This design comes from an exercise in tuning for small area on the open sky130 flow, not from production work. The RTL was checked by simulation tests, not by an equivalence proof against the original design.

==> flow/design.v (outline; a module is shown in full before it is edited, if it fits) <==
// module mag_dig_top: 383 lines
// module mul24b: 777 lines
module mag_dig_top #(
  parameter ADC_BITS=10,
  parameter W=24,
  parameter FRAC=12,
  parameter LOG2_OSR_MAX=8
)(
  input                 clk,
  input                 rst_n,
  input  [ADC_BITS-1:0] adc_code,
  input                 adc_valid,
  input  [1:0]          mux_sel,
  input  sclk,
  input  cs_n,
  input  mosi,
  output miso,
  input  [31:0]         version_id
);
  // ...
==> flow/flow/run.sh <==
#!/bin/bash
# Own layout flow: the standard ORFS flow (standard.sh, standard synthesis) with two
# changes to how the layout is made:
#  - the port buffers are sky130_fd_sc_hd__buf_1 (every port still gets a buffer);
#  - clock tree synthesis adds no dummy loads (the H-tree is still balanced by its
#    clustering; no register's clock is delayed on purpose).
set -euo pipefail
export BUFFER_PORTS_ARGS="-buffer_cell sky130_fd_sc_hd__buf_1"
export CTS_ARGS="-sink_clustering_enable -repair_clock_nets -sink_clustering_size 28 -sink_clustering_max_diameter 84 -dont_use_dummy_load"
bash standard.sh finish > flow_standard.log 2>&1
==> flow/standard.sh <==
#!/bin/bash
# synth_recipe.tcl (not shown) runs the flow's synth.tcl, then flattens the netlist and writes it again
# the make line also repeats each setting of config.mk as NAME=value (left out here)
make -C /OpenROAD-flow-scripts/flow DESIGN_CONFIG=/design/flow/config.mk WORK_HOME=/design/flow/orfs CLKGATE_MAP_FILE= SYNTH_SCRIPT=/design/flow/synth_recipe.tcl "${@:-finish}"
==> flow/config.mk <==
export PLATFORM = sky130hd
export DESIGN_NAME = mag_dig_top
export DESIGN_NICKNAME = mag_dig_top
export VERILOG_FILES = /design/flow/design.v
export SDC_FILE = /design/flow/constraint.sdc
export NUM_CORES = 8
export LEC_CHECK = 0
export ABC_AREA = 1
export CAP_MARGIN = 20
export CORE_MARGIN = 2
export CORE_UTILIZATION = 45
export CTS_CLUSTER_DIAMETER = 84
export CTS_CLUSTER_SIZE = 28
export GPL_TIMING_DRIVEN = 1
export PLACE_DENSITY = 0.6
export SLEW_MARGIN = 20
==> flow/constraint.sdc <==
create_clock -name core_clock -period 55.0 [get_ports {clk}]
set_input_delay 11.0000 -clock core_clock [delete_from_list [all_inputs] [get_ports {clk}]]
set_output_delay 11.0000 -clock core_clock [all_outputs]
set_load 0.01 [all_outputs]
==> run notes, run 1 <==
#FFs+latches synth 1806; Final min period 25.39 ns; initial DRC count 6159; worst slew pin tran between 1 and 1.5 ns; Layout area overhead 7.487%; met2 routed WL 107100 microns; final estimated routing congestion in global placement 1.075; largest net degree at the start of global routing 55; Worst path top cell family by delay adder cells; CTS Buffer Depth 3; Slew HR 15.62%; Final Non-Filler Cells 8368; worst hold slack 0.2857 ns; Crit Path Max Fanout 45; HPWL Detailed 184300 microns; final-layout clock buffer total 88; Post-CTS Hold Buffers 0; detailed-route via count approximately 50000; GR peak layer met2; outcome timing/DRC/antenna clean; io pins 51; critical path class flip-flop to flip-flop; Seq/Total Area, Yosys 57.54%; mux cell area share after synthesis less than 1%; FP Rows 141; # Post-CTS Setup Buffers 0; initial antenna violation count 19; Crit path depth 74; n_diodes 8; placed cell area a little under 70000 sq um; ranking of synthesized cells by instance count dfxtp_1, nand2_1, inv_1; Total Die Area 151700 sq um; Taps Inserted slightly below 2000; drt drc 0; met3 Use GR about 7.5%
==> module mag_dig_top, before the edit <==
module mag_dig_top #(
  parameter ADC_BITS=10,
  parameter W=24,
  parameter FRAC=12,
  parameter LOG2_OSR_MAX=8
)(
  input                 clk,
  input                 rst_n,
  input  [ADC_BITS-1:0] adc_code,
  input                 adc_valid,
  input  [1:0]          mux_sel,
  input  sclk,
  input  cs_n,
  input  mosi,
  output miso,
  input  [31:0]         version_id
);
  reg  [3:0] ph;
  reg        sweep;
  wire [15:0] P = 16'd1 << ph;
  reg        rtC, rtR;         
  reg  [1:0] wax;              
  wire       rtCR = rtC | rtR;
  wire       adc_ok = adc_valid & (mux_sel != 2'd3);
  reg        bv;
  wire [1:0] bax;
  wire [9:0] bs;
  reg        rp;
  reg  [1:0] rpax;
  always @(posedge clk or negedge rst_n) begin
    if (!rst_n) begin
      ph <= 4'd0; sweep <= 1'b1;
      rtC <= 1'b0; rtR <= 1'b0; wax <= 2'd0;
      bv <= 1'b0;
    end else begin
      ph <= ph + 4'd1;
      if (P[15]) begin
        sweep <= 1'b0;
        if (bv | adc_ok) begin
          rtC <= 1'b1; rtR <= 1'b0; wax <= adc_ok ? mux_sel : bax;
        end else if (rp) begin
          rtC <= 1'b0; rtR <= 1'b1; wax <= rpax;
        end else begin
          rtC <= 1'b0; rtR <= 1'b0;
        end
      end
      if (adc_ok) bv <= 1'b1;
      else if (P[0] & rtC) bv <= 1'b0;
    end
  end
  reg        n50, n60, st;
  reg  [7:0] alpha, osr;
  reg        crc_error;
  reg  [2:0] slope24;           
  reg  [2:0] offs, gains;       
  reg  [383:0] LX, LY, LZ, G;
  reg  [1:0] cap_ax;
  reg        cap, cap_g, cap_o;    
  wire [1:0] lsel = rtCR ? wax : cap_ax;
  wire [23:0] HEAD  = (lsel == 2'd0) ? LX[360 +: 24] : (lsel == 2'd1) ? LY[360 +: 24] : LZ[360 +: 24];
  wire [23:0] NEXT  = (lsel == 2'd0) ? LX[336 +: 24] : (lsel == 2'd1) ? LY[336 +: 24] : LZ[336 +: 24];
  wire [23:0] NEXT2 = (lsel == 2'd0) ? LX[312 +: 24] : (lsel == 2'd1) ? LY[312 +: 24] : LZ[312 +: 24];
  wire [23:0] GH  = G[360 +: 24];
  wire [23:0] GN2 = G[312 +: 24];
  reg  [23:0] T;
  reg  [31:0] S;
  reg  [24:0] S2;
  reg         ev_r, sl_r, cond_r, flo;
  reg         pyok;             
  reg  [23:0] OUT0, OUT1, OUT2;
  reg  [1:0]  mq;
  wire        mseq = (mq != 2'd0);
  reg         mab;              
  wire        mw = ~rtCR & ~mab & ~mseq;    
  reg  [23:0] MA, MB;
  reg         rnd;
  wire [35:0] PR;
  mul24b UMUL (.a(MA), .b(MB), .rnd(rnd), .p(PR));
  wire [23:0] rq = PR[35:12];
  wire [31:0] sq = PR[31:0];
  wire        alo = (alpha <= 8'd12);
  wire [4:0]  ash = alo ? (5'd12 - alpha[4:0]) : ((alpha >= 8'd23) ? 5'd1 : (5'd24 - alpha[4:0]));
  wire [23:0] Tsh = alo ? T : {{12{T[23]}}, T[23:12]};
  wire [4:0]  dsh = 5'd21 - {2'b0, osr[2:0]};
  wire [23:0] cwd_cp;
  wire        ocap = cap & cap_o & P[13];
  wire [23:0] OSEL = ({24{(mq == 2'd1) | (ocap & (cap_ax == 2'd0))}} & OUT0) |
                     ({24{(mq == 2'd2) | (ocap & (cap_ax == 2'd1))}} & OUT1) |
                     ({24{(mq == 2'd3) | (ocap & (cap_ax == 2'd2))}} & OUT2);
  wire [4:0]  osh = P[0] ? dsh : ash;
  wire [23:0] OH  = 24'd1 << osh;
  wire mHEAD = rtCR & (P[0] | P[4]);
  wire mTSH  = rtCR & (P[7] | P[15]);
  wire mGN2  = rtCR & ~(P[0] | P[4] | P[7] | P[15]);
  wire mOSL  = mseq | ocap;
  wire mGH   = ~rtCR & ~mseq & ~ocap;
  wire nOH   = rtCR & (P[0] | P[7] | P[15]);
  wire nT    = rtCR & P[4];
  wire nX1B  = rtCR & P[9];
  wire nHEAD = rtCR & (P[10] | P[11] | P[12] | P[13] | P[14]);
  wire nPX   = ~rtCR & ~mseq & ~st & (P[1] | P[4] | P[7]);
  wire nPY   = ~rtCR & ~mseq & ~st & (P[2] | P[5] | P[8]);
  wire nPZ   = ~rtCR & ~mseq & ~st & (P[3] | P[6] | P[10]);
  always @* begin
    rnd = ~(mTSH | mOSL);
    MA = ({24{mHEAD}} & HEAD) | ({24{mTSH}} & Tsh) | ({24{mGN2}} & GN2) |
         ({24{mOSL}} & OSEL) | ({24{mGH}} & GH);
    MB = ({24{nOH}} & OH) | ({24{nT | nPX}} & T) | ({24{nX1B}} & cwd_cp) |
         ({24{nHEAD}} & HEAD) | ({24{nPY}} & SH) | ({24{nPZ}} & S[23:0]) |
         ({24{mOSL}} & OSEL);
  end
  reg  [31:0] A1, B1; reg sub1;
  function [31:0] radd32; input [31:0] a; input [31:0] b; input ci;
    integer i; reg c;
    begin c = ci; for (i = 0; i < 32; i = i + 1) begin radd32[i] = a[i] ^ b[i] ^ c; c = (a[i] & b[i]) | (c & (a[i] ^ b[i])); end end
  endfunction
  function [24:0] radd25; input [24:0] a; input [24:0] b; input ci;
    integer i; reg c;
    begin c = ci; for (i = 0; i < 25; i = i + 1) begin radd25[i] = a[i] ^ b[i] ^ c; c = (a[i] & b[i]) | (c & (a[i] ^ b[i])); end end
  endfunction
  wire [31:0] R1 = radd32(A1, sub1 ? ~B1 : B1, sub1);
  reg  [24:0] A2, B2; reg sub2;
  wire [24:0] R2 = radd25(A2, sub2 ? ~B2 : B2, sub2);
  wire [31:0] rq32 = {{8{rq[23]}}, rq};
  wire [24:0] rq25 = {rq[23], rq};
  function [24:0] sx25; input [23:0] v; sx25 = {v[23], v}; endfunction
  function [31:0] sx32; input [23:0] v; sx32 = {{8{v[23]}}, v}; endfunction
  function [23:0] sat25; input [24:0] v;
    sat25 = (v[24] ^ v[23]) ? (v[24] ? 24'h800000 : 24'h7FFFFF) : v[23:0];
  endfunction
  function carry24; input [23:0] a; input [23:0] b; input ci;
    integer i; reg c;
    begin c = ci; for (i = 0; i < 24; i = i + 1) c = (a[i] & b[i]) | (c & (a[i] ^ b[i])); carry24 = c; end
  endfunction
  wire        cond = carry24(GN2, T[23] ? T : ~T, ~T[23]);
  wire [20:0] s21 = {{11{bs[9]}}, bs};
  wire mprod = ~rtCR & ~mseq & (P[1] | P[2] | P[3] | P[4] | P[5] | P[6] | P[7] | P[8] | P[10]);
  wire a1S  = (rtCR & (P[10] | P[11] | P[12])) | (mq == 2'd2) | (mq == 2'd3);
  wire a1T  = rtCR & (P[8] | P[15]);
  wire b1rq = rtCR & (P[10] | P[11] | P[12] | (P[15] & cond_r));
  wire b1H  = rtCR & P[8];
  wire b1sq = mseq;
  wire a2H  = rtCR & (P[0] | P[1] | P[7] | P[9]);
  wire b2c1 = rtCR & P[1] & ~ev_r;
  wire b2c9 = rtCR & P[1] & ev_r;
  wire [24:0] a2Hm = ~(rtCR & P[1]) ? 25'h1FFFFFF : ev_r ? 25'h007FE00 : 25'h007FEFF;
  wire a2T  = rtCR & (P[3] | P[6]);
  wire a2N2 = rtCR & P[5];
  wire a2S2 = (rtCR & (P[12] | P[13] | P[14])) | (~rtCR & ~mseq & (P[2] | P[3] | P[5] | P[6] | P[8] | P[10]));
  wire b2s  = rtCR & P[0];
  wire b2H  = rtCR & (P[3] | (P[12] & n50));
  wire b2N  = rtCR & (P[5] | P[6]);
  wire b2T  = rtCR & P[12] & ~n50;
  wire b2rq = (rtCR & (P[9] | P[13] | P[14] | (P[7] & cond))) | mprod;
  always @* begin
    sub1 = rtCR & (P[11] | P[12] | P[15]);
    sub2 = rtCR & (P[3] | P[5] | P[6] | P[13] | P[14]);
    A1 = ({32{a1S}} & S) | ({32{a1T}} & sx32(T));
    B1 = ({32{b1rq}} & rq32) | ({32{b1H}} & sx32(HEAD)) | ({32{b1sq}} & sq);
    A2 = ({25{a2H}} & a2Hm & sx25(HEAD)) | ({25{a2T}} & sx25(T)) | ({25{a2N2}} & sx25(NEXT2)) | ({25{a2S2}} & S2);
    B2 = ({25{b2s}} & sx25({s21, 3'b0})) | ({25{b2H}} & sx25(HEAD)) | ({25{b2N}} & sx25(NEXT)) |
         ({25{b2T}} & sx25(T)) | ({25{b2rq}} & rq25) | {15'd0, b2c9, 8'd0, b2c1};
  end
  wire [7:0]  omask = (8'd1 << osr[2:0]) - 8'd1;
  wire        ev = rtC & (osr[7:3] == 5'd0) & (NEXT[7:0] == omask);
  wire        sl = ev & (NEXT[18:9] == 10'h3FF);
  wire w_R2  = (P[0] & ~ev) | P[1] | P[5] | P[7];
  wire w_N   = P[6] | P[11] | P[13] | (P[9] & ~flo);
  wire w_N2  = P[8] | (P[9] & flo);
  assign cwd_cp = ({24{w_N}} & NEXT) | ({24{w_N2}} & NEXT2);
  wire w_T   = P[2] | P[10];
  wire w_S1  = P[12] | P[15];
  wire w_S2  = P[14];
  wire [23:0] cwd = ({24{w_R2}} & R2[23:0]) | cwd_cp |
                    ({24{w_T}} & T) | {23'd0, P[2] & n50} |
                    ({24{w_S1}} & sat25(R1[24:0])) | ({24{w_S2}} & sat25(R2));
  wire cwe = rtCR & ((rtC & (P[0] | P[1])) | (ev_r & (P[2] | P[7] | P[8] | P[9] | P[10] | P[11] | P[12] | P[13] | P[14])) |
                     (sl_r & (P[5] | P[6])) | P[15]);
  always @(posedge clk) begin
    if (rtCR) begin
      if (P[0]) begin ev_r <= ev; sl_r <= sl; end
      if (P[2]) flo <= HEAD[0];
      if (P[0] | (P[2] & ~ev_r) | P[3] | P[4] | P[6])
        T <= ({24{P[0] | P[4]}} & rq) | ({24{P[2]}} & {HEAD[23:5], 5'd0}) | ({24{P[3] | P[6]}} & R2[23:0]);
      if (P[7]) cond_r <= cond & ev_r;
      if (P[8] | P[10] | P[11]) S <= R1;
      if (P[9] | P[12] | P[13]) S2 <= R2;
    end else begin
      ev_r <= 1'b0; sl_r <= 1'b0;
      if (P[0]) T <= n60 ? LX[47:24] : n50 ? LX[95:72] : LX[23:0];
      if (P[0] & ~mseq) S <= {8'd0, n60 ? LZ[47:24] : n50 ? LZ[95:72] : LZ[23:0]};
      if (mw & (P[1] | P[2] | P[4] | P[5] | P[7] | P[8])) S2 <= sx25(sat25(R2));
      if (mw & P[3])  OUT0 <= sat25(R2);
      if (mw & P[6])  OUT1 <= sat25(R2);
      if (mw & P[10]) OUT2 <= sat25(R2);
    end
    if ((mq == 2'd1) | (mq == 2'd2)) S <= R1;
  end
  reg sclk_d, sclk_dd, cs_d;
  wire srise = sclk_d & ~sclk_dd & ~cs_d;
  wire sfall = ~sclk_d & sclk_dd & ~cs_d;
  reg  [5:0]  fc;
  reg  [7:0]  cmd;
  reg  [7:0]  lf;
  reg         rwr;           
  reg  [23:0] SH;
  reg         miso_r;
  assign miso = miso_r;
  wire        rw = rwr;
  reg         wp;
  wire        wp_g;
  wire [1:0]  wp_ax;
  wire [3:0]  wp_slot;
  reg  [3:0]  cap_slot;
  wire        land  = wp & (ph == wp_slot);
  wire        lland = land & ~wp_g;
  wire        gland = land & wp_g;
  function [7:0] crc_step; input [7:0] r; input b;
    reg fb; begin fb = b ^ r[7]; crc_step = {r[6:2], r[1] ^ fb, r[0] ^ fb, fb}; end
  endfunction
  wire        crc_in = (fc < 6'd8 || !rw) ? mosi : miso_r;
  wire [7:0]  lf_next = crc_step((fc == 6'd0) ? 8'd0 : lf, crc_in);
  assign bs  = {lf[1:0], cmd};
  assign bax = lf[3:2];
  wire [6:0]  ra = {cmd[5:0], mosi};
  reg  [31:0] rv;          
  reg         rring;       
  reg         rg;          
  reg  [1:0]  rax;
  reg  [3:0]  rslot;
  reg         rsgn_l;      
  reg         ro;          
  always @* begin
    rv = 32'd0; rring = 1'b0; rg = 1'b0; ro = 1'b0; rax = ra[1:0]; rslot = 4'd0; rsgn_l = 1'b0;
    case (ra)
      7'h00: rv = 32'h4D41474D;
      7'h01: rv = version_id;
      7'h02: rv = {28'd0, st, n60, n50, 1'b0};
      7'h04: rv = {crc_error, 31'd0};
      7'h19: rv = {24'd0, alpha};
      7'h1A: rv = {24'd0, osr};
      7'h50: begin rring = 1'b1; ro = 1'b1; rslot = 4'd13; rsgn_l = OUT0[23]; end
      7'h51: begin rring = 1'b1; ro = 1'b1; rslot = 4'd13; rsgn_l = OUT1[23]; end
      7'h52: begin rring = 1'b1; ro = 1'b1; rslot = 4'd13; rsgn_l = OUT2[23]; end
      7'h10, 7'h11, 7'h12: begin rring = 1'b1; rslot = 4'd3; rsgn_l = offs[ra[1:0]]; end
      7'h14, 7'h15, 7'h16: begin rring = 1'b1; rslot = 4'd4; rsgn_l = gains[ra[1:0]]; end
      7'h40, 7'h41, 7'h42: begin rring = 1'b1; rslot = 4'd5; rsgn_l = slope24[ra[1:0]]; end
      7'h18: begin rring = 1'b1; rg = 1'b1; rslot = 4'd9;  end
      7'h1B: begin rring = 1'b1; rg = 1'b1; rslot = 4'd12; end
      7'h1C: begin rring = 1'b1; rg = 1'b1; rslot = 4'd14; end
      7'h1D: begin rring = 1'b1; rg = 1'b1; rslot = 4'd13; end
      7'h1E: begin rring = 1'b1; rg = 1'b1; rslot = 4'd11; end
      7'h1F: begin rring = 1'b1; rg = 1'b1; rslot = 4'd0;  end
      7'h20: begin rring = 1'b1; rg = 1'b1; rslot = 4'd15; end
      7'h30: begin rring = 1'b1; rg = 1'b1; rslot = 4'd1;  end
      7'h31: begin rring = 1'b1; rg = 1'b1; rslot = 4'd2;  end
      7'h32: begin rring = 1'b1; rg = 1'b1; rslot = 4'd3;  end
      7'h33: begin rring = 1'b1; rg = 1'b1; rslot = 4'd4;  end
      7'h34: begin rring = 1'b1; rg = 1'b1; rslot = 4'd5;  end
      7'h35: begin rring = 1'b1; rg = 1'b1; rslot = 4'd6;  end
      7'h36: begin rring = 1'b1; rg = 1'b1; rslot = 4'd7;  end
      7'h37: begin rring = 1'b1; rg = 1'b1; rslot = 4'd8;  end
      7'h38: begin rring = 1'b1; rg = 1'b1; rslot = 4'd10; end
      default: ;
    endcase
  end
  wire [3:0]  gpos = ph + 4'd15 - rslot;
  wire [15:0] gmsb = {G[383], G[359], G[335], G[311], G[287], G[263], G[239], G[215],
                      G[191], G[167], G[143], G[119], G[95],  G[71],  G[47],  G[23]};
  wire        gsgn = gmsb[gpos];
  wire        rsgn = rg ? gsgn : rsgn_l;
  wire [6:0]  wa = cmd[6:0];
  reg         wring, wg;
  reg  [3:0]  wslot;
  always @* begin
    wring = 1'b1; wg = 1'b1; wslot = 4'd0;
    case (wa)
      7'h10, 7'h11, 7'h12: begin wg = 1'b0; wslot = 4'd3; end
      7'h14, 7'h15, 7'h16: begin wg = 1'b0; wslot = 4'd4; end
      7'h18: wslot = 4'd9;
      7'h1B: wslot = 4'd12;
      7'h1C: wslot = 4'd14;
      7'h1D: wslot = 4'd13;
      7'h1E: wslot = 4'd11;
      7'h1F: wslot = 4'd0;
      7'h20: wslot = 4'd15;
      7'h30: wslot = 4'd1;
      7'h31: wslot = 4'd2;
      7'h32: wslot = 4'd3;
      7'h33: wslot = 4'd4;
      7'h34: wslot = 4'd5;
      7'h35: wslot = 4'd6;
      7'h36: wslot = 4'd7;
      7'h37: wslot = 4'd8;
      7'h38: wslot = 4'd10;
      default: wring = 1'b0;
    endcase
  end
  wire commit_cyc = srise & (fc == 6'd47) & ~rw;
  wire rd_dec = ~cs_n & srise & (fc == 6'd7) & cmd[6];
  wire rd53   = rd_dec & (ra == 7'h53);
  wire cmd_ld = rd_dec & ~rd53;
  wire cmd_sh = ~cs_n & ~rd_dec & ((srise & (fc < 6'd8)) | (sfall & rw & (fc >= 6'd8) & (fc < 6'd16)));
  wire sh_ld  = rd_dec & ~rring & ~rd53;
  wire sh_cap = cap & (ph == cap_slot);
  wire shbusy = (~cs_n & (fc >= 6'd8)) | wp | cap | rd_dec | mseq;
  wire pyld   = ~shbusy & (n60 ? P[15] : n50 ? P[13] : P[0]);
  wire sh_sh  = ~cs_n & ~sh_cap & ((srise & ~rw & (fc >= 6'd8) & (fc < 6'd40)) | (sfall & rw & (fc >= 6'd16) & (fc < 6'd40)));
  assign wp_g = wg;
  assign wp_ax = wa[1:0];
  assign wp_slot = wslot;
  wire crc_ok = (lf_next == 8'd0);
  always @(posedge clk or negedge rst_n) begin
    if (!rst_n) begin
      sclk_d <= 1'b0; sclk_dd <= 1'b0; cs_d <= 1'b1;
      n50 <= 1'b0; n60 <= 1'b0; st <= 1'b0;
      alpha <= 8'd18; osr <= 8'd3; crc_error <= 1'b0;
      wp <= 1'b0; cap <= 1'b0; rp <= 1'b0; mq <= 2'd0; mab <= 1'b1; pyok <= 1'b0;
      offs <= 3'd0; gains <= 3'd0; slope24 <= 3'd0;
    end else begin
      sclk_d <= sclk; sclk_dd <= sclk_d; cs_d <= cs_n;
      mq <= rd53 ? 2'd1 : mseq ? mq + 2'd1 : 2'd0;
      if (rd53 | shbusy) mab <= 1'b1;
      else if (P[0] & ~mseq & (pyok | pyld)) mab <= 1'b0;
      if (shbusy) pyok <= 1'b0;
      else if (pyld) pyok <= 1'b1;
      if (commit_cyc) begin
        crc_error <= ~crc_ok;
        if (crc_ok) begin
          if (wa == 7'h02) begin n50 <= SH[2]; n60 <= SH[3]; st <= SH[4]; end
          if (wa == 7'h19) alpha <= SH[7:0];
          if (wa == 7'h1A) osr <= SH[7:0];
          if (wring) wp <= 1'b1;
        end
      end
      if (land) wp <= 1'b0;
      if (lland) begin
        rp <= 1'b1; rpax <= wp_ax;
        if (wp_slot == 4'd3) offs[wp_ax] <= SH[23];
        else gains[wp_ax] <= SH[23];
      end else if (P[15] & ~(bv | adc_ok)) rp <= 1'b0;
      if (srise & (fc == 6'd7) & cmd[6] & rring) begin
        cap <= 1'b1; cap_g <= rg; cap_o <= ro; cap_ax <= ra[1:0]; cap_slot <= rslot;
      end else if (cap & (ph == cap_slot)) cap <= 1'b0;
      if (rtCR & P[5] & sl_r) slope24[wax] <= R2[24];
    end
  end
  always @(posedge clk) begin
    if (cs_n) begin
      fc <= 6'd0;
      if (adc_ok) lf[3:0] <= {mux_sel, ~adc_code[9], adc_code[8]};
    end else begin
      if (srise) begin
        fc <= fc + 6'd1;
        if (fc == 6'd7) rwr <= cmd[6];
        if (fc < 6'd40 || !rw) lf <= lf_next;
      end
      if (sfall && rw) begin
        if (fc >= 6'd8 && fc < 6'd16) miso_r <= cmd[7];
        else if (fc >= 6'd16 && fc < 6'd40) miso_r <= SH[23];
        else if (fc >= 6'd40 && fc < 6'd48) begin miso_r <= lf[7]; lf <= {lf[6:0], 1'b0}; end
      end
    end
    if (cmd_ld | cmd_sh | (mq == 2'd3) | adc_ok)
      cmd <= ({8{cmd_ld & rring}} & {8{rsgn}}) | ({8{cmd_ld & ~rring}} & rv[31:24]) | ({8{cmd_sh}} & {cmd[6:0], mosi}) |
             ({8{adc_ok}} & adc_code[7:0]) |
             ({8{mq == 2'd3}} & R1[31:24]);
    if (sh_ld | sh_cap | sh_sh | (mq == 2'd3) | pyld)
      SH <= ({24{sh_ld}} & rv[23:0]) | ({24{pyld}} & LY[23:0]) | ({24{mq == 2'd3}} & R1[23:0]) | ({24{sh_cap & (cap_g | cap_o)}} & MA) | ({24{sh_cap & ~cap_g & ~cap_o}} & HEAD) |
            ({24{sh_sh}} & {SH[22:0], mosi});
  end
  wire [23:0] BUS = ({24{~sweep}} & (cwd | ({24{lland}} & SH))) | {11'd0, sweep & P[4], 12'd0};
  wire weX = sweep | (cwe & (wax == 2'd0)) | (lland & (wp_ax == 2'd0));
  wire weY = sweep | (cwe & (wax == 2'd1)) | (lland & (wp_ax == 2'd1));
  wire weZ = sweep | (cwe & (wax == 2'd2)) | (lland & (wp_ax == 2'd2));
  wire [23:0] Gin = ({24{~sweep & gland}} & SH) | ({24{~sweep & ~gland}} & GH);
  always @(posedge clk) begin
    LX <= {LX[359:0], weX ? BUS : LX[360 +: 24]};
    LY <= {LY[359:0], weY ? BUS : LY[360 +: 24]};
    LZ <= {LZ[359:0], weZ ? BUS : LZ[360 +: 24]};
    G  <= {G[359:0], Gin};
  end
endmodule
==> run 2, diff against run 1 <==
--- a/flow/design.v
+++ b/flow/design.v
@@ -66,6 +66,7 @@
   reg  [31:0] S;
-  reg  [24:0] S2;
   reg         ev_r, sl_r, cond_r, flo;
   reg         pyok;             
-  reg  [23:0] OUT0, OUT1, OUT2;
+  reg  [23:0] OUT0, OUT1;
+  reg  [24:0] OUT2;
+  reg  [1:0]  dcnt;
   reg  [1:0]  mq;
@@ -73,3 +74,3 @@
   reg         mab;              
-  wire        mw = ~rtCR & ~mab & ~mseq;    
+  wire        mw = ~rtCR & ~mab & ~mseq & (dcnt != 2'd0);    
   reg  [23:0] MA, MB;
@@ -86,5 +87,8 @@
   wire        ocap = cap & cap_o & P[13];
-  wire [23:0] OSEL = ({24{(mq == 2'd1) | (ocap & (cap_ax == 2'd0))}} & OUT0) |
-                     ({24{(mq == 2'd2) | (ocap & (cap_ax == 2'd1))}} & OUT1) |
-                     ({24{(mq == 2'd3) | (ocap & (cap_ax == 2'd2))}} & OUT2);
+  wire mrow = ~rtCR & ~mseq;
+  wire [24:0] OSEL25 = ({25{(mq == 2'd1) | (ocap & (cap_ax == 2'd0)) | (mrow & (P[2] | P[3]))}} & sx25(OUT0)) |
+                       ({25{(mq == 2'd2) | (ocap & (cap_ax == 2'd1)) | (mrow & (P[5] | P[6]))}} & sx25(OUT1)) |
+                       ({25{(mq == 2'd3) | (ocap & (cap_ax == 2'd2)) | (mrow & (P[8] | P[10])) |
+                            (rtCR & (P[12] | P[13] | P[14]))}} & OUT2);
+  wire [23:0] OSEL = OSEL25[23:0];
   wire [4:0]  osh = P[0] ? dsh : ash;
@@ -159,3 +163,3 @@
     B1 = ({32{b1rq}} & rq32) | ({32{b1H}} & sx32(HEAD)) | ({32{b1sq}} & sq);
-    A2 = ({25{a2H}} & a2Hm & sx25(HEAD)) | ({25{a2T}} & sx25(T)) | ({25{a2N2}} & sx25(NEXT2)) | ({25{a2S2}} & S2);
+    A2 = ({25{a2H}} & a2Hm & sx25(HEAD)) | ({25{a2T}} & sx25(T)) | ({25{a2N2}} & sx25(NEXT2)) | ({25{a2S2}} & OSEL25);
     B2 = ({25{b2s}} & sx25({s21, 3'b0})) | ({25{b2H}} & sx25(HEAD)) | ({25{b2N}} & sx25(NEXT)) |
@@ -186,3 +190,3 @@
       if (P[8] | P[10] | P[11]) S <= R1;
-      if (P[9] | P[12] | P[13]) S2 <= R2;
+      if (P[9] | P[12] | P[13]) OUT2 <= R2;
     end else begin
@@ -191,6 +195,5 @@
       if (P[0] & ~mseq) S <= {8'd0, n60 ? LZ[47:24] : n50 ? LZ[95:72] : LZ[23:0]};
-      if (mw & (P[1] | P[2] | P[4] | P[5] | P[7] | P[8])) S2 <= sx25(sat25(R2));
-      if (mw & P[3])  OUT0 <= sat25(R2);
-      if (mw & P[6])  OUT1 <= sat25(R2);
-      if (mw & P[10]) OUT2 <= sat25(R2);
+      if (mw & (P[1] | P[2] | P[3]))  OUT0 <= sat25(R2);
+      if (mw & (P[4] | P[5] | P[6]))  OUT1 <= sat25(R2);
+      if (mw & (P[7] | P[8] | P[10])) OUT2 <= sx25(sat25(R2));
     end
@@ -317,3 +320,3 @@
       alpha <= 8'd18; osr <= 8'd3; crc_error <= 1'b0;
-      wp <= 1'b0; cap <= 1'b0; rp <= 1'b0; mq <= 2'd0; mab <= 1'b1; pyok <= 1'b0;
+      wp <= 1'b0; cap <= 1'b0; rp <= 1'b0; mq <= 2'd0; mab <= 1'b1; pyok <= 1'b0; dcnt <= 2'd2;
       offs <= 3'd0; gains <= 3'd0; slope24 <= 3'd0;
@@ -322,2 +325,5 @@
       mq <= rd53 ? 2'd1 : mseq ? mq + 2'd1 : 2'd0;
+      if ((commit_cyc & crc_ok & (wa == 7'h02)) | gland) dcnt <= 2'd2;
+      else if (P[15] & rtCR) begin if (dcnt == 2'd0) dcnt <= 2'd1; end
+      else if (P[15] & ~mab & ~mseq & (dcnt != 2'd0)) dcnt <= dcnt - 2'd1;
       if (rd53 | shbusy) mab <= 1'b1;
==> run notes, run 2 <==
Layout area overhead 7.232%; Final min period 26.55 ns (+1.161 ns); Critical Path Max Stage Delay 0.91 ns; CP Data Required Time 55.65 ns; Synth area leader dfxtp_1; most common cell after layout, fill and taps aside dfxtp_1; most common cell in the netlist dfxtp_1; Max Cap Viol 0; average size of a mapped cell 10.42 sq um; NumNets Final 6770; setup TNS 0 ns; Crit Path Max Fanout 47 (+4.4%); Peak Freq ~38 MHz; final estimated routing congestion in global placement 1.026 (-4.5%); area share of the largest cell type after synthesis 46.76%; input/output buffers 50; worst hold stages 0; Total Die Area 150600 sq um (-0.76%); Top FF cell, synth dfxtp_1; YS warnings 2; CTS Buf Count 85; CP endpoint kind flip-flop; H-tree Lvls 3; post-DR vias/cell 5.743; #FFs+latches synth 1784 (-1.2%); vias in the first global route 44932; CTS Sinks 1784; first-pass GRT wire length 334600 microns; critical path's most frequent cell fa_1; period utilisation layout 48.27%; Die H 388.0 microns; io pins 51 (unchanged); # Post-CTS Setup Buffers 0 (unchanged); ANT nets after route 0; GRT Residual Overflow 0; root buffer cell clkbuf_16; GRT Total Usage 31.03%; Mapped Cells around 6400; worst-skew pair later-pin latency 0.77 ns; Slew HR 17.03% (+1.4 points); drt first pass iters 8; final WL between 200000 and 250000 microns; DR WL/cell 28.76 microns; Worst Path Arrival 27.20 ns; HPWL Detailed 174600 microns (-5.3%); detailed-route via count 47495 (-3.3%); number of gates resized after CTS 0; CTS Buffer Depth 3 (unchanged); outcome timing/DRC/antenna clean; clk_skew 0.1182 ns; r2r worst-path depth 77; clock-pin slew on the worst setup and hold paths about 0.10 ns; Initial Utilization 45.43%; initial DRC count 5923 (-3.8%); Seq/Total Area, Yosys 56.97% (-0.56 points); worst slew pin tran 1.245 ns (-0.01029 ns); RSZ-0062 raised after global routing no; Final Cell Area 71170 sq um; fraction of layout cells with a size suffix above 1 6.316%; FP Rows 140 (-0.71%); final count of hold timing violations 0; Post-synth EDFFs 183; core outline area 146100 sq um; largest cells by area after synthesis dfxtp_1, fa_1, edfxtp_1; post-synth cell types 68; critical path class flip-flop to flip-flop; CTS tree yes; die span in x 388.0 microns; asr flop ratio synth 2.859%; fin. max-slew vios 0; HP Class flip-flop to flip-flop; synthesized net count 6790; startpoint types flip-flop; ranking of synthesized cells by instance count dfxtp_1, nand2_1, inv_1; largest net degree at the start of global routing 69 (+25%); placed cell area 69030 sq um (-0.89%); drt drc 0 (unchanged); highest-count cells in the layout ignoring fill and taps dfxtp_1, nand2_1, inv_1; initial antenna violation count 13 (-6); CP max stage cell a211oi_1; Post-CTS Hold Buffers 0 (unchanged); Core Util, Final 48.71%; post-synthesis cell area about 66000 sq um; Final setup viols 0
## run 2: changes by cell type after synthesis, sizes merged, moves of 13 or more
cell     before   now
nand2      1202  1034
inv         594   672
o21ai       331   253
nand3       287   226
nor2        248   308
o22ai       293   342
a22oi        69    30
edfxtp      207   183
a221oi       65    86
a21oi       169   186
o221a         0    16
a2111oi      11    26
clkbuf      245   232
o221ai       42    55
## run 2: final timing paths
kind,from,end,slack (ns)
min reg2reg,G[34],G[58],0.25
min,G[34],G[58],0.25
min in group asynchronous,rst_n,wax[1],10.47
max in group asynchronous,rst_n,alpha[2],43.93
max,rtC,flip-flop,28.45
max reg2reg,rtC,flip-flop,28.45
## run 2: cells by family (layout without fill, tap and decap cells)
| group | after synthesis | count (layout) | synth area share, % |
|---|---|---|---|
| other cells | 0 | 4 | 0 |
| mux | 1 | 1 | 0.01508 |
| xor+xnor | 366 | 366 | 4.830 |
| flops | 1784 | 1784 | 56.97 |
| buf+inv | 993 | 971 | 5.814 |
| fa+ha+maj | 369 | 369 | 10.09 |
| compound gates | 1183 | 1183 | 11.75 |
| simple gates | 1675 | 1675 | 10.52 |
## run 2: metrics by stage
stage          setup WS, ns  instances  hold WS (ns)
2_1_floorplan         32.35       6371        0.3096
3_3_place_gp          29.42       8181        0.3095
3_5_place_dp          29.04       8181        0.3121
4_1_cts               28.94       8266        0.2492
5_1_grt               27.68       8266        0.2437
6_report              28.45       8270        0.2515
## run 2: critical path: cells and delay by family, from the launching register on
| family | cells | cell delay [ns] |
|---|---|---|
| AOI/OAI and AO/OA | 9 | 2.51 |
| buffers and inverters | 9 | 2.36 |
| xor gates and xnor gates | 7 | 1.87 |
| adders and majority gates | 40 | 16.13 |
| DFF | 1 | 0.47 |
| and+or+nand+nor | 12 | 3.07 |
## run 2: area by class of cell
cell class / count / area [sq um]
antenna: 4 / 10.01
clock buffer: 85 / 2127
fill: 13471 / 74920
inverter: 688 / 2585
multi-input combinational: 3594 / 24930
sequential: 1784 / 37810
tap: 1917 / 2399
timing repair buffer: 198 / 1300
## run 2: per-layer routing
layer,vias to the layer above,part of all wire [%],wire [microns],GRT usage (%)
met5,-,0.035,83,0
met4,14,5.5,13050,14.89
met3,545,9.6,22740,6.590
met2,2574,43,102200,46.80
met1,23341,42,99700,42.49
li1,21021,-,-,-
==> run 3, diff against run 2 <==
--- a/flow/design.v
+++ b/flow/design.v
@@ -68,2 +68,3 @@
   reg         pyok;             
+  wire        pyld;             
   reg  [23:0] OUT0, OUT1;
@@ -194,3 +195,2 @@
       if (P[0]) T <= n60 ? LX[47:24] : n50 ? LX[95:72] : LX[23:0];
-      if (P[0] & ~mseq) S <= {8'd0, n60 ? LZ[47:24] : n50 ? LZ[95:72] : LZ[23:0]};
       if (mw & (P[1] | P[2] | P[3]))  OUT0 <= sat25(R2);
@@ -200,2 +200,3 @@
     if ((mq == 2'd1) | (mq == 2'd2)) S <= R1;
+    if (pyld) S <= {8'd0, LZ[23:0]};
   end
@@ -309,3 +310,3 @@
   wire shbusy = (~cs_n & (fc >= 6'd8)) | wp | cap | rd_dec | mseq;
-  wire pyld   = ~shbusy & (n60 ? P[15] : n50 ? P[13] : P[0]);
+  assign pyld = ~shbusy & (n60 ? P[15] : n50 ? P[13] : P[0]);
   wire sh_sh  = ~cs_n & ~sh_cap & ((srise & ~rw & (fc >= 6'd8) & (fc < 6'd40)) | (sfall & rw & (fc >= 6'd16) & (fc < 6'd40)));
==> run notes, run 3 <==
final count of hold timing violations 0 (unchanged); most common cell in the netlist dfxtp_1; fin. max-slew vios 0 (unchanged); HP Class flip-flop to flip-flop; critical path's most frequent cell fa_1; RSZ-0062 raised after global routing no; worst-skew pair later-pin latency 0.76 ns (about the same); largest cells by area after synthesis dfxtp_1, fa_1, edfxtp_1; fraction of layout cells with a size suffix above 1 6.508% (+0.19 points); Total Die Area 149800 sq um (-0.49%); number of gates resized after CTS 0 (unchanged); highest-count cells in the layout ignoring fill and taps dfxtp_1, nand2_1, inv_1; Post-synth EDFFs 175 (-4.4%); Slew HR 12.72% (-4.3 points); Worst R2R Setup Slack 29.78 ns (+1.33 ns); Fill cells 13481 (+0.074%); Worst Path Arrival 25.79 ns (-1.41 ns); H-tree Lvls 3 (unchanged); Initial Utilization 45.31% (-0.12 points); Bufs and invs on worst path 7 (-2); outcome timing/DRC/antenna clean; area of the multi-input gates 25000 sq um (+0.27%); HPWL Detailed 182900 microns (+4.8%); synthesized net count 6713 (-1.1%); io pins 51 (unchanged); asr flop ratio synth 2.859% (unchanged); Crit Path Max Fanout 26 (-45%); GRT Residual Overflow 0 (unchanged); critical path class flip-flop to flip-flop; first-pass GRT wire length 349400 microns (+4.4%); Critical Path Max Stage Delay 0.89 ns (-0.02 ns); CTS Buf Count 86 (+1.2%); NumNets Final 6706 (-0.95%); CTS tree yes; CP max stage cell nor2_4; post-synthesis cell area 66040 sq um (-0.50%); Peak Freq 39.64 MHz (+5.3%); period utilisation layout 45.86% (-2.4 points); Layout area overhead 7.575%; DR WL/cell 30.42 microns (+5.8%); #FFs+latches synth 1784 (unchanged); root buffer cell clkbuf_16; drt first pass iters 6 (-2); Mapped Cells 6294 (-1.2%); input/output buffers 50 (unchanged); detailed-route via count 48400 (+1.9%); Worst path top cell family by delay adder cells; drt drc 0 (unchanged); ranking of synthesized cells by instance count dfxtp_1, nand2_1, inv_1; final estimated routing congestion in global placement 1.106 (+7.8%); FP Rows 140 (unchanged); most common cell after layout, fill and taps aside dfxtp_1; CTS Sinks 1784 (unchanged); setup TNS 0 ns (unchanged); worst hold slack 0.2334 ns (-0.01809 ns); Top FF cell, synth dfxtp_1; area share of the largest cell type after synthesis 47.23% (+0.48 points); final WL 250100 microns (+5.2%); Final min period 25.22 ns (-1.326 ns); post-DR vias/cell 5.887 (+2.5%); clock-pin slew on the worst setup and hold paths 0.09 ns (about the same); FF+latch area 37730 sq um (-0.22%); startpoint types flip-flop; average size of a mapped cell 10.49 sq um (+0.72%); largest net degree at the start of global routing 55 (-20%); worst slew pin tran 1.309 ns (+0.06464 ns); Seq/Total Area, Yosys 57.14% (+0.16 points); CP endpoint kind flip-flop; CTS Buffer Depth 3 (unchanged); initial DRC count 6360 (+7.4%); vias in the first global route 46022 (+2.4%); clk_skew 0.1328 ns (+0.01457 ns); Final setup viols 0 (unchanged); Die H 387.1 microns (-0.24%); die span in x 387.1 microns (-0.24%); initial antenna violation count 23 (+10); # Post-CTS Setup Buffers 0 (unchanged); YS warnings 2 (unchanged); Max Cap Viol 0 (unchanged); core outline area 145700 sq um (-0.24%); GRT Total Usage 32.82% (+1.8 points); Synth area leader dfxtp_1; Post-CTS Hold Buffers 0 (unchanged); CP Data Required Time 55.57 ns (-0.08 ns); ANT nets after route 0 (unchanged); post-synth cell types 76 (+12%)
==> run 3: cell count changes in the layout (fill, tap and decap cells not counted), sizes merged, moves of 20 or more <==
cell	change
a21boi	+20
nand2	+64
nand3	-31
nor2	-29
inv	-48
a21oi	-39
==> run 3: cell families after synthesis <==
logic type / count (synthesis) / share of synthesized area (%)
flip-flops: 1784 / 57.14
multiplexers: 2 / 0.03789
XOR/XNOR: 366 / 4.854
adder cells (fa/ha/maj): 369 / 10.14
AND/OR/NAND/NOR: 1683 / 10.79
AO/OA/AOI/OAI: 1158 / 11.53
buffers and inverters: 932 / 5.512
==> run 3: path summary, 6_finish.rpt <==
check / start / end / cells past startpoint
hold / removal: LZ[298] / LZ[322] / 0
setup / recovery: ph[0] / flip-flop / 74
hold reg to reg: LZ[298] / LZ[322] / 0
min in group asynchronous: rst_n / slope24[0] / 2
max in group asynchronous: rst_n / ph[3] / 2
setup reg to reg: ph[0] / flip-flop / 74
==> run 3: worst reg2reg max path, delay by kind of cell, from the launching register on <==
kind | cells | cell delay (ns)
AOI/OAI and AO/OA | 11 | 2.72
xor gates and xnor gates | 6 | 1.24
adders and majority gates | 42 | 16.41
buffers and inverters | 7 | 1.69
DFF | 1 | 0.45
and+or+nand+nor | 8 | 2.63
==> run 3: metal layers <==
| metal | up-vias | routed length [microns] | GRT usage [%] |
|---|---|---|---|
| met3 | 726 | 28710 | 10.15 |
| li1 | 20760 | - | - |
| met1 | 23797 | 102600 | 44.37 |
| met5 | - | 132 | 0.3828 |
| met2 | 3107 | 101900 | 46.29 |
| met4 | 10 | 16700 | 18.90 |
==> run 3: per-stage QoR <==
step	std cells	utilization, %	instance area (sq um)	worst slack [ns]
4_1_cts	8200	48.69	70960	30.14
3_5_place_dp	8114	47.22	68810	30.15
3_3_place_gp	8113	47.20	68790	30.49
5_1_grt	8205	48.72	71000	29.04
2_1_floorplan	6294	-	66040	33.21
6_report	8221	48.74	71040	29.78
==> run 3: area by class of cell <==
class | instances | share of cell area [%]
Timing Repair Buffer | 198 | 1.833
Antenna cell | 19 | 0.06693
Multi-Input combinational cell | 3578 | 35.19
Tap cell | 1917 | 3.376
Inverter | 639 | 3.390
Sequential cell | 1784 | 53.11
Clock buffer | 86 | 3.029
==> run 4, diff against run 3 <==
--- a/flow/design.v
+++ b/flow/design.v
@@ -65,3 +65,3 @@
   reg  [23:0] T;
-  reg  [31:0] S;
+  reg  [24:0] S;
   reg         ev_r, sl_r, cond_r, flo;
@@ -142,3 +142,4 @@
   wire mprod = ~rtCR & ~mseq & (P[1] | P[2] | P[3] | P[4] | P[5] | P[6] | P[7] | P[8] | P[10]);
-  wire a1S  = (rtCR & (P[10] | P[11] | P[12])) | (mq == 2'd2) | (mq == 2'd3);
+  wire a1S  = rtCR & (P[10] | P[11] | P[12]);
+  wire a1M  = (mq == 2'd2) | (mq == 2'd3);    
   wire a1T  = rtCR & (P[8] | P[15]);
@@ -162,3 +163,3 @@
     sub2 = rtCR & (P[3] | P[5] | P[6] | P[13] | P[14]);
-    A1 = ({32{a1S}} & S) | ({32{a1T}} & sx32(T));
+    A1 = ({32{a1S}} & {{7{S[24]}}, S}) | ({32{a1M}} & {cmd, S[23:0]}) | ({32{a1T}} & sx32(T));
     B1 = ({32{b1rq}} & rq32) | ({32{b1H}} & sx32(HEAD)) | ({32{b1sq}} & sq);
@@ -190,3 +191,3 @@
       if (P[7]) cond_r <= cond & ev_r;
-      if (P[8] | P[10] | P[11]) S <= R1;
+      if (P[8] | P[10] | P[11]) S <= R1[24:0];
       if (P[9] | P[12] | P[13]) OUT2 <= R2;
@@ -199,4 +200,4 @@
     end
-    if ((mq == 2'd1) | (mq == 2'd2)) S <= R1;
-    if (pyld) S <= {8'd0, LZ[23:0]};
+    if ((mq == 2'd1) | (mq == 2'd2)) S <= R1[24:0];
+    if (pyld) S <= {1'b0, LZ[23:0]};
   end
@@ -370,6 +371,6 @@
     end
-    if (cmd_ld | cmd_sh | (mq == 2'd3) | adc_ok)
+    if (cmd_ld | cmd_sh | mseq | adc_ok)
       cmd <= ({8{cmd_ld & rring}} & {8{rsgn}}) | ({8{cmd_ld & ~rring}} & rv[31:24]) | ({8{cmd_sh}} & {cmd[6:0], mosi}) |
              ({8{adc_ok}} & adc_code[7:0]) |
-             ({8{mq == 2'd3}} & R1[31:24]);
+             ({8{mseq}} & R1[31:24]);
     if (sh_ld | sh_cap | sh_sh | (mq == 2'd3) | pyld)
--- a/flow/flow/run.sh
+++ b/flow/flow/run.sh
@@ -8,3 +8,3 @@
 export BUFFER_PORTS_ARGS="-buffer_cell sky130_fd_sc_hd__buf_1"
-export CTS_ARGS="-sink_clustering_enable -repair_clock_nets -sink_clustering_size 28 -sink_clustering_max_diameter 84 -dont_use_dummy_load"
+export CTS_ARGS="-sink_clustering_enable -repair_clock_nets -sink_clustering_size 32 -sink_clustering_max_diameter 84 -dont_use_dummy_load"
 bash standard.sh finish > flow_standard.log 2>&1
==> run notes, run 4 <==
outcome timing/DRC/antenna clean; H-tree Lvls 3 (unchanged); Peak Freq 39.98 MHz (+0.84%); die span in x 386.1 microns (-0.25%); Post-CTS Hold Buffers 0 (unchanged); Crit Path Max Fanout 56 (+120%); most common cell after layout, fill and taps aside dfxtp_1; largest net degree at the start of global routing 59 (+7.3%); Mapped Cells 6234 (-0.95%); final count of hold timing violations 0 (unchanged); #FFs+latches synth 1777 (-0.39%); NumNets Final 6648 (-0.86%); drt drc 0 (unchanged); # Post-CTS Setup Buffers 0 (unchanged); number of gates resized after CTS 0 (unchanged); Final setup viols 0 (unchanged); Slew HR 17.55% (+4.8 points); io pins 51 (unchanged); Initial Utilization 45.19% (-0.12 points); post-DR vias/cell 5.804 (-1.4%); ranking of synthesized cells by instance count dfxtp_1, nand2_1, inv_1; input/output buffers 50 (unchanged); Fill cells 13518 (+0.27%); final WL 236500 microns (-5.4%); GRT Residual Overflow 0 (unchanged); Core Util, Final 48.49% (-0.25 points); FF+latch area 37590 sq um (-0.37%); Seq/Total Area, Yosys 57.21% (+0.076 points); period utilisation layout 45.48% (-0.38 points); initial antenna violation count 11 (-52%); final estimated routing congestion in global placement 1.053 (-4.7%); clock-pin slew on the worst setup and hold paths 0.11 ns (+0.02 ns); Die H 386.1 microns (-0.25%); fin. max-slew vios 0 (unchanged); Max Cap Viol 0 (unchanged); root buffer cell clkbuf_16; most common cell in the netlist dfxtp_1; Worst Path Arrival 25.63 ns (-0.16 ns); Post-synth EDFFs 175 (unchanged); CP startpoint rtC; CTS tree yes; critical path's most frequent cell fa_1; placed instance count 8060 (-0.67%); first-pass GRT wire length 332800 microns (-4.8%); Critical Path Max Stage Delay 0.59 ns (-0.30 ns); RSZ-0062 raised after global routing no; critical path class flip-flop to flip-flop; core outline area 145400 sq um (-0.24%); clk_skew 0.1488 ns (+0.01607 ns); initial DRC count 5917 (-7.0%); worst r2r src rtC; Synth area leader dfxtp_1; worst-skew pair later-pin latency 0.78 ns (+0.02 ns); YS warnings 2 (unchanged); largest cells by area after synthesis dfxtp_1, fa_1, edfxtp_1; HPWL Detailed 170600 microns (-6.7%); Layout area overhead 7.297%; synthesized net count 6654 (-0.88%); post-synthesis cell area 65700 sq um (-0.50%); highest-count cells in the layout ignoring fill and taps dfxtp_1, nand2_1, inv_1; FP Rows 140 (unchanged); drt first pass iters 9 (+3); asr flop ratio synth 2.870% (+0.011 points); detailed-route via count 47292 (-2.3%); vias in the first global route 45089 (-2.0%); startpoint types flip-flop; CTS Sinks 1777 (-0.39%); Worst Min Path Start LZ[194]; area share of the largest cell type after synthesis 47.26% (about the same); DP Worst Slack 30.43 ns (+0.2765 ns); fraction of layout cells with a size suffix above 1 6.376% (-0.13 points); DR WL/cell 29.03 microns (-4.6%); Final min period 25.01 ns (-0.2111 ns); post-synth cell types 76 (unchanged); Final Non-Filler Cells 8148 (-0.89%); final setup margin 29.99 ns (+0.2111 ns); CP Data Required Time 55.61 ns (+0.04 ns); GRT Total Usage 31.48% (-1.3 points); setup TNS 0 ns (unchanged); Total Die Area 149100 sq um (-0.50%); ANT nets after route 0 (unchanged); CTS Buffer Depth 3 (unchanged); worst slew pin tran 1.225 ns (-0.08385 ns); CP endpoint kind flip-flop; HP Class flip-flop to flip-flop; CP max stage cell buf_4; CTS Buf Count 82 (-4.7%); area of the multi-input gates 24700 sq um (-1.2%); average size of a mapped cell 10.54 sq um (+0.45%); Top FF cell, synth dfxtp_1
-- run 4: cell count changes in the layout (fill, tap and decap cells not counted), moves of 8 or more --
cell | before | now
nand2_1 | 1063 | 998
o31ai_1 | 14 | 6
and3_1 | 5 | 13
o211ai_1 | 29 | 17
o2111ai_1 | 39 | 28
a221oi_1 | 95 | 111
o21ai_0 | 260 | 273
a21oi_1 | 146 | 127
xor2_1 | 329 | 321
o221ai_1 | 36 | 53
a22oi_1 | 38 | 49
diode_2 | 19 | 5
-- run 4: logic make-up (layout without fill, tap and decap cells) --
kind of cell,Yosys count,count (layout),share of synthesized area (%)
AO/OA/AOI/OAI,1161,1161,11.68
XOR/XNOR,357,357,4.759
adder cells (fa/ha/maj),370,370,10.21
buffers and inverters,929,921,5.526
flip-flops,1777,1777,57.21
multiplexers,2,2,0.03237
other,0,5,0
AND/OR/NAND/NOR,1638,1638,10.58
-- run 4: cell type report --
type | count | area share [%]
timing repair buffer | 197 | 1.872
clock buffer | 82 | 2.911
antenna | 5 | 0.01775
inverter | 642 | 3.432
tap | 1917 | 3.402
multi-input combinational | 3528 | 35.04
sequential | 1777 | 53.32
-- run 4: critical path: cells and delay by family, from the launching register on --
kind,cells,cell delay [ns]
AND/OR/NAND/NOR,11,1.89
XOR/XNOR,8,1.62
adder cells (fa/ha/maj),41,16.07
AO/OA/AOI/OAI,9,2.13
flip-flops,1,0.45
buffers and inverters,8,2.58
-- run 4: stage by stage --
stage	hold WS, ns	cell area, sq um
finish	0.2524	70500
floorplan	0.3096	65700
global route	0.2753	70490
CTS	0.2600	70460
global placement	0.3095	68390
detailed placement	0.3121	68410
-- run 4: metal layers --
layer / track usage [%] / part of all wire (%) / up-vias
met3: 8.515 / 12 / 684
met4: 17.80 / 6.9 / 12
li1: - / - / 20631
met5: 0.1300 / 0.032 / -
met1: 42.62 / 40 / 23013
met2: 45.40 / 41 / 2952
-- run 4: final timing paths --
path,endpoint,slack (ns),cells past startpoint
max,flip-flop,29.99,77
min,LZ[218],0.25,0
max reg2reg,flip-flop,29.99,77
min reg2reg,LZ[218],0.25,0
max in group asynchronous,osr[6],43.99,2
min in group asynchronous,sclk_dd,10.41,2
==> run 5, diff against run 4 <==
--- a/flow/flow/run.sh
+++ b/flow/flow/run.sh
@@ -8,3 +8,3 @@
 export BUFFER_PORTS_ARGS="-buffer_cell sky130_fd_sc_hd__buf_1"
-export CTS_ARGS="-sink_clustering_enable -repair_clock_nets -sink_clustering_size 32 -sink_clustering_max_diameter 84 -dont_use_dummy_load"
+export CTS_ARGS="-sink_clustering_enable -repair_clock_nets -sink_clustering_size 28 -sink_clustering_max_diameter 84 -dont_use_dummy_load"
 bash standard.sh finish > flow_standard.log 2>&1
==> run notes, run 5 <==
largest net degree at the start of global routing 59 (unchanged); detailed-route via count 47443 (+0.32%); period utilisation layout 45.37% (-0.10 points); outcome timing/DRC/antenna clean; initial antenna violation count 18 (+7); H-tree Lvls 3 (unchanged); DR WL/cell 29.05 microns (about the same); Slew HR 19.35% (+1.8 points); root buffer cell clkbuf_16; CP Data Required Time 55.61 ns (about the same); hold path endpoint LZ[256]; Layout area overhead 7.530%; YS warnings 2 (unchanged); Total Die Area 149100 sq um (unchanged); # Post-CTS Setup Buffers 0 (unchanged); final WL 236900 microns (+0.16%); clk_skew 0.1128 ns (-0.03601 ns); Die H 386.1 microns (unchanged); #FFs+latches synth 1777 (unchanged); post-synthesis cell area 65700 sq um (unchanged); drt first pass iters 7 (-2); final setup margin 30.04 ns (+0.05770 ns); post-DR vias/cell 5.818 (+0.23%); initial DRC count 5968 (+0.86%); most common cell in the netlist dfxtp_1; RSZ-0062 raised after global routing no; worst-skew pair later-pin latency 0.78 ns (about the same); synthesized net count 6654 (unchanged); ranking of synthesized cells by instance count dfxtp_1, nand2_1, inv_1; Final Cell Area 70650 sq um (+0.22%); r2r worst-path depth 77 (unchanged); Worst R2R Setup Slack 30.04 ns (+0.06 ns); Worst Min Path Start LZ[232]; CTS tree yes; Final Non-Filler Cells 8155 (+0.086%); vias in the first global route 45042 (-0.10%); CTS Buffer Depth 3 (unchanged); average size of a mapped cell 10.54 sq um (unchanged); placed instance count 8060 (unchanged); asr flop ratio synth 2.870% (unchanged); worst slew pin tran 1.199 ns (-0.02670 ns); critical path's most frequent cell fa_1; placed cell area 68410 sq um (unchanged); HP Class flip-flop to flip-flop; area share of the largest cell type after synthesis 47.26% (unchanged); critical path class flip-flop to flip-flop; Initial Utilization 45.19% (unchanged); CP endpoint kind flip-flop; clock-pin slew on the worst setup and hold paths 0.11 ns (about the same); highest-count cells in the layout ignoring fill and taps dfxtp_1, nand2_1, inv_1; drt drc 0 (unchanged); Max Cap Viol 0 (unchanged); core outline area 145400 sq um (unchanged); Synth area leader dfxtp_1; CTS Sinks 1777 (unchanged); number of gates resized after CTS 0 (unchanged); DP Worst Slack 30.43 ns (unchanged); fin. max-slew vios 0 (unchanged); die span in x 386.1 microns (unchanged); setup TNS 0 ns (unchanged); first-pass GRT wire length 332500 microns (about the same); NumNets Final 6654 (+0.090%); fraction of layout cells with a size suffix above 1 6.467% (+0.090 points); Post-synth EDFFs 175 (unchanged); most common cell after layout, fill and taps aside dfxtp_1; FP Rows 140 (unchanged); Worst Path Arrival 25.57 ns (-0.06 ns); final count of hold timing violations 0 (unchanged); GRT Residual Overflow 0 (unchanged); Peak Freq 40.07 MHz (+0.23%); HPWL Detailed 170600 microns (unchanged); Mapped Cells 6234 (unchanged); io pins 51 (unchanged); GRT Total Usage 31.48% (about the same); Crit Path Max Fanout 56 (unchanged); Post-CTS Hold Buffers 0 (unchanged); Seq/Total Area, Yosys 57.21% (unchanged); ANT nets after route 0 (unchanged); largest cells by area after synthesis dfxtp_1, fa_1, edfxtp_1; startpoint types flip-flop; Final setup viols 0 (unchanged); worst r2r src rtC; Critical Path Max Stage Delay 0.61 ns (+0.02 ns); CP max stage cell buf_4; input/output buffers 50 (unchanged); Top FF cell, synth dfxtp_1; final estimated routing congestion in global placement 1.053 (unchanged); worst hold slack 0.2080 ns (-0.04446 ns); CTS Buf Count 88 (+7.3%); post-synth cell types 76 (unchanged); Final min period 24.96 ns (-0.05770 ns); worst hold stages 0 (unchanged)
[run 5: cell count changes in the layout (fill, tap and decap cells not counted)]
| cell | before | now |
|---|---|---|
| diode_2 | 5 | 6 |
| clkbuf_16 | 82 | 88 |
[run 5: cell type report]
cell class	count	area (sq um)
diodes	6	15.01
clock buffers	88	2202
fillers	13514	74740
inverters	642	2420
multi-input cells	3528	24700
flip-flops and latches	1777	37590
well taps	1917	2399
repair buffers	197	1320
[run 5: logic make-up after synthesis]
| family | synth area share [%] |
|---|---|
| AOI/OAI and AO/OA | 11.68 |
| xor gates and xnor gates | 4.759 |
| adders and majority gates | 10.21 |
| buffers and inverters | 5.526 |
| DFF | 57.21 |
| muxes | 0.03237 |
| and+or+nand+nor | 10.58 |
[run 5: per-layer routing]
layer	GRT usage, %	up-vias	wire length, microns	part of all wire [%]
met5	0	-	98	0.041
met4	16.89	16	15540	6.6
met3	8.524	674	26650	11
met2	45.71	2999	98400	42
met1	42.72	23117	96220	41
li1	-	20637	-	-
[run 5: stage by stage]
stage / utilization [%]
after detailed placement: 47.05
after CTS: 48.57
after global routing: 48.59
final: 48.59
after global placement: 47.04
after floorplan: -
[run 5: worst max-delay path by stage]
stage	start	endpoint	slack, ns	cells past startpoint
finish	rtC	flip-flop	30.04	77
global route	rtC	flip-flop	28.91	77
CTS	rtC	flip-flop	30.34	77
detailed placement	rtC	flip-flop	30.43	77
global placement	rtC	flip-flop	30.76	79
floorplan	rtC	cmd[7]	32.85	79
[run 5: worst max-delay path: cells and delay by family, from the launching register on]
kind | cells | cell delay [ns]
fa+ha+maj | 41 | 16.12
flops | 1 | 0.46
compound gates | 9 | 2.06
simple gates | 11 | 1.88
buf+inv | 8 | 2.58
xor+xnor | 8 | 1.59
==> run 6, diff against run 5 <==
--- a/flow/flow/run.sh
+++ b/flow/flow/run.sh
@@ -8,3 +8,3 @@
 export BUFFER_PORTS_ARGS="-buffer_cell sky130_fd_sc_hd__buf_1"
-export CTS_ARGS="-sink_clustering_enable -repair_clock_nets -sink_clustering_size 28 -sink_clustering_max_diameter 84 -dont_use_dummy_load"
+export CTS_ARGS="-sink_clustering_enable -repair_clock_nets -sink_clustering_size 34 -sink_clustering_max_diameter 70 -dont_use_dummy_load"
 bash standard.sh finish > flow_standard.log 2>&1
--- a/flow/config.mk
+++ b/flow/config.mk
@@ -11,6 +11,6 @@
 export CORE_UTILIZATION = 45
-export CTS_CLUSTER_DIAMETER = 84
-export CTS_CLUSTER_SIZE = 28
+export CTS_CLUSTER_DIAMETER = 70
+export CTS_CLUSTER_SIZE = 34
 export GPL_TIMING_DRIVEN = 1
-export PLACE_DENSITY = 0.6
+export PLACE_DENSITY = 0.7
 export SLEW_MARGIN = 20
==> run notes, run 6 <==
detailed-route via count 48152 (+1.5%); CP endpoint kind flip-flop; first-pass GRT wire length 328600 microns (-1.2%); Top FF cell, synth dfxtp_1; largest net degree at the start of global routing 61 (+3.4%); DR WL/cell 28.71 microns (-1.2%); initial DRC count 6598 (+11%); CP Data Required Time 55.54 ns (-0.07 ns); largest cells by area after synthesis dfxtp_1, fa_1, edfxtp_1; NumNets Final 6649 (-0.075%); core outline area 145400 sq um (unchanged); DP Worst Slack 30.30 ns (-0.1251 ns); worst hold stages 0 (unchanged); post-synthesis cell area 65700 sq um (unchanged); post-synth cell types 76 (unchanged); Die H 386.1 microns (unchanged); clock-pin slew on the worst setup and hold paths 0.11 ns (about the same); average size of a mapped cell 10.54 sq um (unchanged); die span in x 386.1 microns (unchanged); clk_skew 0.1418 ns (+0.02895 ns); CP max stage cell inv_2; Post-CTS Hold Buffers 0 (unchanged); critical path's most frequent cell fa_1; H-tree Lvls 3 (unchanged); FF+latch area 37590 sq um (unchanged); ANT nets after route 0 (unchanged); Fill cells 13248 (-2.0%); root buffer cell clkbuf_16; ranking of synthesized cells by instance count dfxtp_1, nand2_1, inv_1; vias in the first global route 45495 (+1.0%); Worst Path Arrival 25.54 ns (-0.03 ns); HP Class flip-flop to flip-flop; highest-count cells in the layout ignoring fill and taps dfxtp_1, nand2_1, inv_1; GRT Total Usage 31.02% (-0.46 points); Initial Utilization 45.19% (unchanged); critical path class flip-flop to flip-flop; Post-synth EDFFs 175 (unchanged); area of the multi-input gates 24720 sq um (about the same); post-DR vias/cell 5.907 (+1.5%); Peak Freq 40.00 MHz (-0.17%); final WL 234000 microns (-1.2%); Layout area overhead 7.551% (about the same); CTS tree yes; area share of the largest cell type after synthesis 47.26% (unchanged); Worst path top cell family by delay adder cells; initial antenna violation count 12 (-6); outcome timing/DRC/antenna clean; Slew HR 16.11% (-3.2 points); Crit Path Max Fanout 35 (-38%); synthesized net count 6654 (unchanged); Crit path depth 76 (-1.3%); YS warnings 2 (unchanged); GRT Residual Overflow 0 (unchanged); fin. max-slew vios 0 (unchanged); HPWL Detailed 167600 microns (-1.8%); Synth area leader dfxtp_1; io pins 51 (unchanged); fraction of layout cells with a size suffix above 1 6.392% (-0.075 points); FP Rows 140 (unchanged); drt drc 0 (unchanged); most common cell after layout, fill and taps aside dfxtp_1; Final min period 25.00 ns (+0.04130 ns); #FFs+latches synth 1777 (unchanged); final setup margin 30.00 ns (-0.04130 ns); Final setup viols 0 (unchanged); worst-skew pair later-pin latency 0.78 ns (about the same); Mapped Cells 6234 (unchanged); CTS Buf Count 89 (+1.1%); input/output buffers 50 (unchanged); Critical Path Max Stage Delay 0.57 ns (-0.04 ns); Total Die Area 149100 sq um (unchanged); asr flop ratio synth 2.870% (unchanged); Seq/Total Area, Yosys 57.21% (unchanged); final estimated routing congestion in global placement 1.095 (+3.9%); period utilisation layout 45.45% (+0.075 points); drt first pass iters 7 (unchanged); startpoint types flip-flop; setup TNS 0 ns (unchanged); # Post-CTS Setup Buffers 0 (unchanged); CTS Buffer Depth 3 (unchanged); most common cell in the netlist dfxtp_1; RSZ-0062 raised after global routing no; number of gates resized after CTS 0 (unchanged); Max Cap Viol 0 (unchanged); r2r worst-path depth 76 (-1.3%); final count of hold timing violations 0 (unchanged); CTS Sinks 1777 (unchanged); Bufs and invs on worst path 6 (-2); Core Util, Final 48.60% (about the same); worst slew pin tran 1.258 ns (+0.05964 ns)
run 6: cell counts after synthesis:
No cell type changed its count.
run 6: path summary, 6_finish.rpt:
kind	start	end	slack, ns
max	rtC	flip-flop	30.00
min	LZ[254]	LZ[278]	0.22
max reg2reg	rtC	flip-flop	30.00
min reg2reg	LZ[254]	LZ[278]	0.22
max in group asynchronous	rst_n	osr[6]	43.98
min in group asynchronous	rst_n	bv	10.41
run 6: final cells by class:
cell class,instances,area share [%]
flip-flops and latches,1777,53.20
well taps,1917,3.394
diodes,7,0.02479
multi-input cells,3528,34.99
clock buffers,89,3.152
inverters,642,3.424
repair buffers,191,1.822
run 6: cell families after synthesis:
| logic type | share of synthesized area, % |
|---|---|
| AND/OR/NAND/NOR | 10.58 |
| XOR/XNOR | 4.759 |
| buffers and inverters | 5.526 |
| flip-flops | 57.21 |
| multiplexers | 0.03237 |
| AO/OA/AOI/OAI | 11.68 |
| adder cells (fa/ha/maj) | 10.21 |
run 6: layer usage:
metal / track usage, % / part of all wire, % / vias to the layer above
met5: 0 / 0.016 / -
met4: 20.41 / 7.8 / 6
met3: 8.912 / 12 / 782
met2: 43.65 / 41 / 3389
met1: 41.49 / 39 / 23340
li1: - / - / 20635
run 6: through the flow:
step | instances | instance area (sq um) | hold slack [ns]
global placement | 8053 | 68360 | 0.3095
floorplan | 6234 | 65700 | 0.3096
detailed placement | 8055 | 68420 | 0.3121
global route | 8146 | 70650 | 0.2214
finish | 8151 | 70670 | 0.2235
CTS | 8144 | 70650 | 0.2207

-- port drivers added, routing unchanged --
The flow's constraints put no driver on any port. The routed layouts listed below were extracted and timed again, unchanged, in two steps. Step 1 (the two cells are an assumption about what drives the block):
set clk [get_ports {clk}]
set_driving_cell -lib_cell sky130_fd_sc_hd__clkbuf_16 $clk
set_driving_cell -lib_cell sky130_fd_sc_hd__buf_2 [delete_from_list [all_inputs] $clk]
Step 2 adds t to the input delays and takes it off the output delays; t is the mean of the earliest and latest rising clock arrival at the registers after step 1. Input paths then give back, and output paths get back, about the clock's delay inside the block. Slacks: ideal ports / drivers / drivers and shift; pairs: ideal ports / drivers.
run | shift t [ns] | slack for setup (ns) | worst hold slack (ns) | slew at the worst register clock pin (ns) | worst data-port slew with drivers (ns)
run 1 | 0.783 | 29.610 / 29.610 / 29.610 | 0.286 / 0.286 / 0.286 | 0.11 / 0.11 | 0.08
run 2 | 0.796 | 28.449 / 28.449 / 28.449 | 0.251 / 0.251 / 0.251 | 0.11 / 0.11 | 0.05
run 3 | 0.773 | 29.775 / 29.775 / 29.775 | 0.233 / 0.233 / 0.233 | 0.11 / 0.11 | 0.10
run 4 | 0.791 | 29.986 / 29.986 / 29.986 | 0.252 / 0.252 / 0.252 | 0.12 / 0.12 | 0.09
run 5 | 0.787 | 30.044 / 30.044 / 30.044 | 0.208 / 0.208 / 0.208 | 0.11 / 0.11 | 0.10
run 6 | 0.777 | 30.003 / 30.003 / 30.003 | 0.224 / 0.224 / 0.224 | 0.12 / 0.12 | 0.05
After both steps every run listed still meets setup and hold.
